This is an optimization exercise on Yosys and OpenROAD, whose aim is small area, a short achievable clock period and few clock cycles, not a production implementation.
In this exercise RTL edits were held to simulation tests only and were not proved equivalent to the original.
Power and IR drop assume default switching activity.

## sa
module sa #(parameter DIMENSION = 4) (
  input                                             CLK ,
  input                                             RSTn,
  input        [DIMENSION-1:0]                      DVI ,
  input        [          1:0][DIMENSION-1:0][15:0] DI  ,
  output logic [DIMENSION-1:0][DIMENSION-1:0]       DVO ,
  output logic [DIMENSION-1:0][DIMENSION-1:0][15:0] DO
);
==> flow/config.mk <==
export PLATFORM = sky130hd
export DESIGN_NAME = sa
export DESIGN_NICKNAME = sa
export VERILOG_FILES = /design/flow/design.v
export SDC_FILE = /design/flow/constraint.sdc
export NUM_CORES = 8
export LEC_CHECK = 0
export ABC_AREA = 1
export CAP_MARGIN = 20
export CORE_MARGIN = 2
export CORE_UTILIZATION = 50
export PLACE_DENSITY = 0.68
export SLEW_MARGIN = 20
==> flow/constraint.sdc <==
create_clock -name core_clock -period 10.0 [get_ports {CLK}]
set_input_delay 2.0000 -clock core_clock [delete_from_list [all_inputs] [get_ports {CLK}]]
set_output_delay 2.0000 -clock core_clock [all_outputs]
set_load 0.01 [all_outputs]
standard.sh (not shown) runs the stock make flow with config.mk's settings and CLKGATE_MAP_FILE= SYNTH_SCRIPT=/design/flow/synth_recipe.tcl, a recipe that flattens the netlist after the stock synthesis.
==> flow/flow/run.sh <==
#!/bin/bash
# Own layout flow: the standard synthesis unchanged, then the standard
# ORFS steps with timing repair aimed below the 10 ns clock period (the
# design is still laid out and signed off at the design's clock period and
# constraints), gate resizing across cell footprints, a clock tree without
# dummy loads, buf_2 port buffers, and the DO pins that share a register
# placed side by side.
# Each step's output goes to a log file of its own.
set -euo pipefail

# extra make variables for the layout steps
EXTRA="MATCH_CELL_FOOTPRINT=0 SETUP_SLACK_MARGIN=6.55 PRE_IO_PLACEMENT_TCL=$(pwd)/flow/io.tcl"
export BUFFER_PORTS_ARGS="-buffer_cell sky130_fd_sc_hd__buf_2"
export CTS_ARGS="-sink_clustering_enable -repair_clock_nets -sink_clustering_size 40 -sink_clustering_max_diameter 55 -dont_use_dummy_load"

bash standard.sh synth > synth.log 2>&1
sed "s|\"\${@:-finish}\"|$EXTRA \"\${@:-finish}\"|" standard.sh > layout.sh
for step in floorplan place cts route finish; do
  bash layout.sh $step > $step.log 2>&1
done
==> flow/flow/io.tcl <==
# Pin placement: the four DO ports of a row that show the same register bit
# (DO[i][0..3][b]) are placed next to each other.
for {set i 0} {$i < 4} {incr i} {
  for {set b 0} {$b < 16} {incr b} {
    set pins {}
    for {set j 0} {$j < 4} {incr j} {
      lappend pins "DO\[[expr {$i * 64 + $j * 16 + $b}]\]"
    }
    set_io_pin_constraint -group -order -pin_names $pins
  }
}
Testbench counts at the start, summed over its fixed seeds: cycles 1,120.
==> next run, changes <==
--- a/flow/flow/run.sh
+++ b/flow/flow/run.sh
@@ -13,3 +13,3 @@
 export BUFFER_PORTS_ARGS="-buffer_cell sky130_fd_sc_hd__buf_2"
-export CTS_ARGS="-sink_clustering_enable -repair_clock_nets -sink_clustering_size 40 -sink_clustering_max_diameter 55 -dont_use_dummy_load"
+export CTS_ARGS="-sink_clustering_enable -repair_clock_nets -sink_clustering_size 40 -sink_clustering_max_diameter 60 -dont_use_dummy_load"
 
- CORE_UTILIZATION: 50 -> 55
Effect: Count of clock-buffer cells in the layout came out lower by 32; clock power came out lower by about 6%; design area came out lower by 0.77%; worst setup slack got worse by 0.0056 ns; routed wire length came out higher by 0.41%; die area came out lower by 9.0%; global-route usage came out higher by 3.2 points; synthesized cell count does not change.
==> next run, changes <==
--- a/flow/flow/run.sh
+++ b/flow/flow/run.sh
@@ -13,3 +13,3 @@
 export BUFFER_PORTS_ARGS="-buffer_cell sky130_fd_sc_hd__buf_2"
-export CTS_ARGS="-sink_clustering_enable -repair_clock_nets -sink_clustering_size 40 -sink_clustering_max_diameter 60 -dont_use_dummy_load"
+export CTS_ARGS="-sink_clustering_enable -repair_clock_nets -sink_clustering_size 40 -sink_clustering_max_diameter 55 -dont_use_dummy_load"
 
- CORE_UTILIZATION: 55 -> 50
- PLACE_DENSITY: 0.68 -> 0.82
- via count rose by 2.5%
- power hardly moves
- setup slack got worse by 0.13 ns
- die area rose by 9.9%
- final area rose by 0.70%
- synthesized area stays the same
- clock power rose by 4.4%
- count of clock-buffer cells in the layout rose by 20
- sequential cell count does not change
- routed wire length fell by 0.32%
- core utilization fell by 5.0 points

## what the ideal ports hide
The flow's constraints put no driver on any port. The routed layouts listed below were extracted and timed again, unchanged, in two steps.
Step 1 assumes that a clkbuf_16 drives the clock port and a buf_2 every other input.
Step 2, shift: input delay + t, output delay - t, t = (earliest + latest rising clock arrival at the registers) / 2. This alone moves slack from input paths to output paths.
Three values: ideal, step 1, step 2; two values: the first two.
run | shift t [ns] | setup slack, ns | latest minus earliest clock arrival (ns) | slew at the worst register clock pin (ns) | pins driven straight from the clock port
the first run | 1.035 | 6.543 / 6.426 / 5.500 | 0.123 / 0.123 | 0.10 / 0.10 | 1
the second run | 1.018 | 6.537 / 6.424 / 5.587 | 0.138 / 0.138 | 0.11 / 0.11 | 1
the third run | 1.046 | 6.412 / 6.412 / 5.430 | 0.131 / 0.131 | 0.10 / 0.10 | 1
After both steps every run listed still meets setup and hold. The setup slack of the first run, which loses most, moves by -0.117 ns with the drivers and by -1.043 ns with both steps.
